Context: an optimization exercise on an open-source flow, tuned for small area and a short achievable clock period. The choices shown serve that exercise and are no tape-out recipe.
Function was checked by simulation only, so behaviour that the tests miss may differ from the original.

Setup of run Y:
==> module brouter, before the edit <==
module brouter
#(parameter     addr = 4'b0101)
(
    input       [143:0]     port0_ci,
    input       [143:0]     port1_ci,
    input       [143:0]     port2_ci,
    input       [143:0]     port3_ci,
    input       [143:0]     port4_ci,
    output                  port4_ack,
    input                   clk,
    input                   rst,
    output      [143:0]     port0_co,
    output      [143:0]     port1_co,
    output      [143:0]     port2_co,
    output      [143:0]     port3_co,
    output      [143:0]     port4_co,
    output                  port4_ready);
    localparam [1:0] ax = addr[3:2];
    localparam [1:0] ay = addr[1:0];
    reg [7:0]  gold_sel;
    reg [15:0] prand;
    always @(posedge clk) begin
        if (rst) gold_sel <= 8'd0;
        else gold_sel <= gold_sel + 8'd1;
        if (rst) prand <= 16'h0001;
        else prand <= {prand[14:0], prand[7] ^ prand[3]};
    end
    wire [7:0] gold_nxt = rst ? 8'd0 : gold_sel + 8'd1;
    wire [143:0] ci [0:3];
    assign ci[0] = port0_ci;
    assign ci[1] = port1_ci;
    assign ci[2] = port2_ci;
    assign ci[3] = port3_ci;
    wire [3:0] vin, ejin;
    genvar k;
    generate for (k = 0; k < 4; k = k + 1) begin : g_in
        assign vin[k] = ci[k][11] & ~rst;
        assign ejin[k] = vin[k] & (ci[k][3:0] == addr);
    end endgenerate
    wire [3:0] eoh = {ejin[3] & ~|ejin[2:0], ejin[2] & ~|ejin[1:0], ejin[1] & ~ejin[0], ejin[0]};
    wire [3:0] pvin = vin & ~eoh;    
    reg [143:0] d1 [0:3];    
    reg [3:0]   e1;          
    reg         ejv1;        
    reg         rdy1;        
    generate for (k = 0; k < 4; k = k + 1) begin : g_r1
        always @(posedge clk)
            d1[k] <= {ci[k][143:12], pvin[k], ci[k][10:0]};
    end endgenerate
    always @(posedge clk) begin
        e1   <= eoh;
        ejv1 <= |ejin;
        rdy1 <= ~&pvin;
    end
    wire [143:0] ej_data;
    pick4 pe(.s(e1), .a(d1[0]), .b(d1[1]), .c(d1[2]), .d(d1[3]), .y(ej_data));
    assign port4_co = {ej_data[143:12], ejv1, ej_data[10:0]};
    assign port4_ready = rdy1;
    wire vi = port4_ci[11] & ~rst;
    assign port4_ack = vi & rdy1;
    wire [3:0] pv1 = {d1[3][11], d1[2][11], d1[1][11], d1[0][11]};
    wire [3:0] inj = {vi & &pv1[2:0] & ~pv1[3], vi & &pv1[1:0] & ~pv1[2], vi & pv1[0] & ~pv1[1], vi & ~pv1[0]};
    function [4:0] dirs(input [143:0] f, input v);
        reg [3:0] rm;
        begin
            rm = v ? {f[3:2] < ax, f[3:2] > ax, f[1:0] > ay, f[1:0] < ay} : 4'b0000;
            dirs = {rm[1] | rm[0], rm[2], rm[0]};
        end
    endfunction
    wire pr_nxt = rst ? 1'b0 : prand[2];
    wire [3:0] sv;               
    wire [3:0] sg;               
    wire [2:0] sq [0:3];         
    wire [2:0] sd [0:3];         
    wire gi = {port4_ci[15:12], port4_ci[7:4]} == gold_nxt;
    wire [2:0] di = dirs(port4_ci, vi);
    generate for (k = 0; k < 4; k = k + 1) begin : g_slot
        assign sv[k] = pv1[k] | inj[k];
        assign sg[k] = inj[k] ? gi : ({d1[k][15:12], d1[k][7:4]} == gold_nxt);
        assign sq[k] = inj[k] ? port4_ci[10:8] : d1[k][10:8];
        assign sd[k] = inj[k] ? di : dirs(d1[k], pv1[k]);
    end endgenerate
    function beats(input integer a, input integer b);
        beats = (sv[a] & sv[b] & sg[a] & sg[b] & (sq[b] > sq[a])) |
                (sv[a] & sv[b] & ~sg[a] & sg[b]) |
                (sv[a] & sv[b] & ~sg[a] & ~sg[b] & pr_nxt) |
                (~sv[a] & sv[b]);
    endfunction
    reg [143:0] d2 [0:3];
    reg [143:0] di2;
    reg [3:0]   is2;
    reg [3:0]   v2;
    reg [2:0]   w2 [0:3];        
    reg         w02, w13, w01, w03, w21, w23;
    generate for (k = 0; k < 4; k = k + 1) begin : g_r2
        always @(posedge clk) begin
            d2[k] <= d1[k];
            w2[k] <= sd[k];
        end
    end endgenerate
    always @(posedge clk) begin
        di2 <= port4_ci;
        is2 <= inj;
        v2  <= sv;
        w02 <= beats(0, 2);
        w13 <= beats(1, 3);
        w01 <= beats(0, 1);
        w03 <= beats(0, 3);
        w21 <= beats(2, 1);
        w23 <= beats(2, 3);
    end
    wire swA = w02 ? ~w2[2][2] : w2[0][2];
    wire swB = w13 ? ~w2[3][2] : w2[1][2];
    wire winC = swA ? (swB ? w23 : w21) : (swB ? w03 : w01);
    wire swC = winC ? ~(swB ? w2[3][1] : w2[1][1]) : (swA ? w2[2][1] : w2[0][1]);
    wire winD = swA ? (swB ? w01 : w03) : (swB ? w21 : w23);
    wire swD = winD ? ~(swB ? w2[1][0] : w2[3][0]) : (swA ? w2[0][0] : w2[2][0]);
    wire [3:0] s0 = swC ? (swB ? 4'b1000 : 4'b0010) : (swA ? 4'b0100 : 4'b0001);
    wire [3:0] s1 = swC ? (swA ? 4'b0100 : 4'b0001) : (swB ? 4'b1000 : 4'b0010);
    wire [3:0] s2 = swD ? (swB ? 4'b0010 : 4'b1000) : (swA ? 4'b0001 : 4'b0100);
    wire [3:0] s3 = swD ? (swA ? 4'b0001 : 4'b0100) : (swB ? 4'b0010 : 4'b1000);
    wire [4:0] q0 = {|(s0 & is2), s0 & ~is2};
    wire [4:0] q1 = {|(s1 & is2), s1 & ~is2};
    wire [4:0] q2 = {|(s2 & is2), s2 & ~is2};
    wire [4:0] q3 = {|(s3 & is2), s3 & ~is2};
    wire [143:0] o0, o1, o2, o3;
    pick5 p0(.s(q0), .a(d2[0]), .b(d2[1]), .c(d2[2]), .d(d2[3]), .e(di2), .y(o0));
    pick5 p1(.s(q1), .a(d2[0]), .b(d2[1]), .c(d2[2]), .d(d2[3]), .e(di2), .y(o1));
    pick5 p2(.s(q2), .a(d2[0]), .b(d2[1]), .c(d2[2]), .d(d2[3]), .e(di2), .y(o2));
    pick5 p3(.s(q3), .a(d2[0]), .b(d2[1]), .c(d2[2]), .d(d2[3]), .e(di2), .y(o3));
    reg [143:0] d3 [0:3];
    always @(posedge clk) begin
        d3[0] <= {o0[143:12], |(s0 & v2), o0[10:0]};
        d3[1] <= {o1[143:12], |(s1 & v2), o1[10:0]};
        d3[2] <= {o2[143:12], |(s2 & v2), o2[10:0]};
        d3[3] <= {o3[143:12], |(s3 & v2), o3[10:0]};
    end
    assign port0_co = d3[0];
    assign port1_co = d3[1];
    assign port2_co = d3[2];
    assign port3_co = d3[3];
endmodule
export LEC_CHECK = 0
export CAP_MARGIN = 20
export CORE_AREA = 5 5 515 515
export DIE_AREA = 0 0 520 520
export SETUP_SLACK_MARGIN = 3.2
export SLEW_MARGIN = 20
export SYNTH_HIERARCHICAL = 1
create_clock -name core_clock -period 6.0 [get_ports {clk}]
standard.sh (not shown) runs the stock make flow with config.mk's settings and CLKGATE_MAP_FILE= SYNTH_SCRIPT=/design/flow/synth_recipe.tcl, a recipe that flattens the netlist after the stock synthesis.
==> flow/flow/run.sh <==
#!/bin/bash
set -euo pipefail
export BUFFER_PORTS_ARGS="-buffer_cell sky130_fd_sc_hd__buf_1"
export CTS_ARGS="-sink_clustering_enable -repair_clock_nets -sink_clustering_size 30 -sink_clustering_max_diameter 120 -dont_use_dummy_load"
bash standard.sh finish > standard_flow.log 2>&1
Input-level comparison between run E and run Y:
diff --git a/flow/design.v b/flow/design.v
--- a/flow/design.v
+++ b/flow/design.v
@@ -40,21 +40,19 @@
     wire [3:0] eoh = {ejin[3] & ~|ejin[2:0], ejin[2] & ~|ejin[1:0], ejin[1] & ~ejin[0], ejin[0]};
     wire [3:0] pvin = vin & ~eoh;    
     reg [143:0] d1 [0:3];    
-    reg [3:0]   e1;          
-    reg         ejv1;        
     reg         rdy1;        
+    reg [143:0] ej1;         
+    wire [143:0] ej_data;
+    pick4 pe(.s(eoh), .a(ci[0]), .b(ci[1]), .c(ci[2]), .d(ci[3]), .y(ej_data));
     generate for (k = 0; k < 4; k = k + 1) begin : g_r1
         always @(posedge clk)
             d1[k] <= {ci[k][143:12], pvin[k], ci[k][10:0]};
     end endgenerate
     always @(posedge clk) begin
-        e1   <= eoh;
-        ejv1 <= |ejin;
         rdy1 <= ~&pvin;
+        ej1  <= {ej_data[143:12], |ejin, ej_data[10:0]};
     end
-    wire [143:0] ej_data;
-    pick4 pe(.s(e1), .a(d1[0]), .b(d1[1]), .c(d1[2]), .d(d1[3]), .y(ej_data));
-    assign port4_co = {ej_data[143:12], ejv1, ej_data[10:0]};
+    assign port4_co = ej1;
     assign port4_ready = rdy1;
     wire vi = port4_ci[11] & ~rst;
     assign port4_ack = vi & rdy1;
[summary]
- In the tables for run Y and run E, sequential share of layout area reads higher with run E.
- Sequential cell area sits higher in run E than in run Y.
- Clock insertion delay at the later pin of the skew report: run E vs run Y, no meaningful difference
- The start-to-end type of the worst setup path comes out flop to output port in one run and flop to flop in the other, namely in run Y and run E respectively.
- Changes observed in run E relative to run Y: final wirelength went down by 35 mm, worst slew slack as a fraction of its limit went down by 18 points.
- Against run Y, per-instance average area after synthesis in run E rose slightly.
- Compared with run Y, run E shows initial detailed-routing violation count that has gone down by a few percent.
- Delta (run E minus run Y): largest driver fanout on the critical path -1, non-clock buffer count +96, flip-flop and latch count +139, count of buffering cells on the critical path with inverters included +3.
- Hold slack, run Y and run E, higher one = run Y.

## re-timing with driven ports
Ports are ideal in the flow. The routed layouts listed here were re-timed in OpenROAD. Step 1 assumes that a clkbuf_16 drives the clock port and a buf_2 every other input. Step 2, shift: input delay + t, output delay - t, t = (earliest + latest rising clock arrival at the registers) / 2. This alone moves slack from input paths to output paths. Slacks: ideal / step 1 / step 2; pairs: ideal / step 1.
| run | t, ns | slack for setup (ns) | latest minus earliest clock arrival (ns) |
|---|---|---|---|
| run Y | 0.831 | 2.613 / 2.505 / 2.244 | 0.129 / 0.128 |
| run E | 0.834 | 2.594 / 2.566 / 2.034 | 0.145 / 0.144 |
After both steps setup and hold are still met in every run listed. For run E, which loses most, drivers alone change the setup slack by -0.028 ns; drivers and shift together by -0.560 ns.
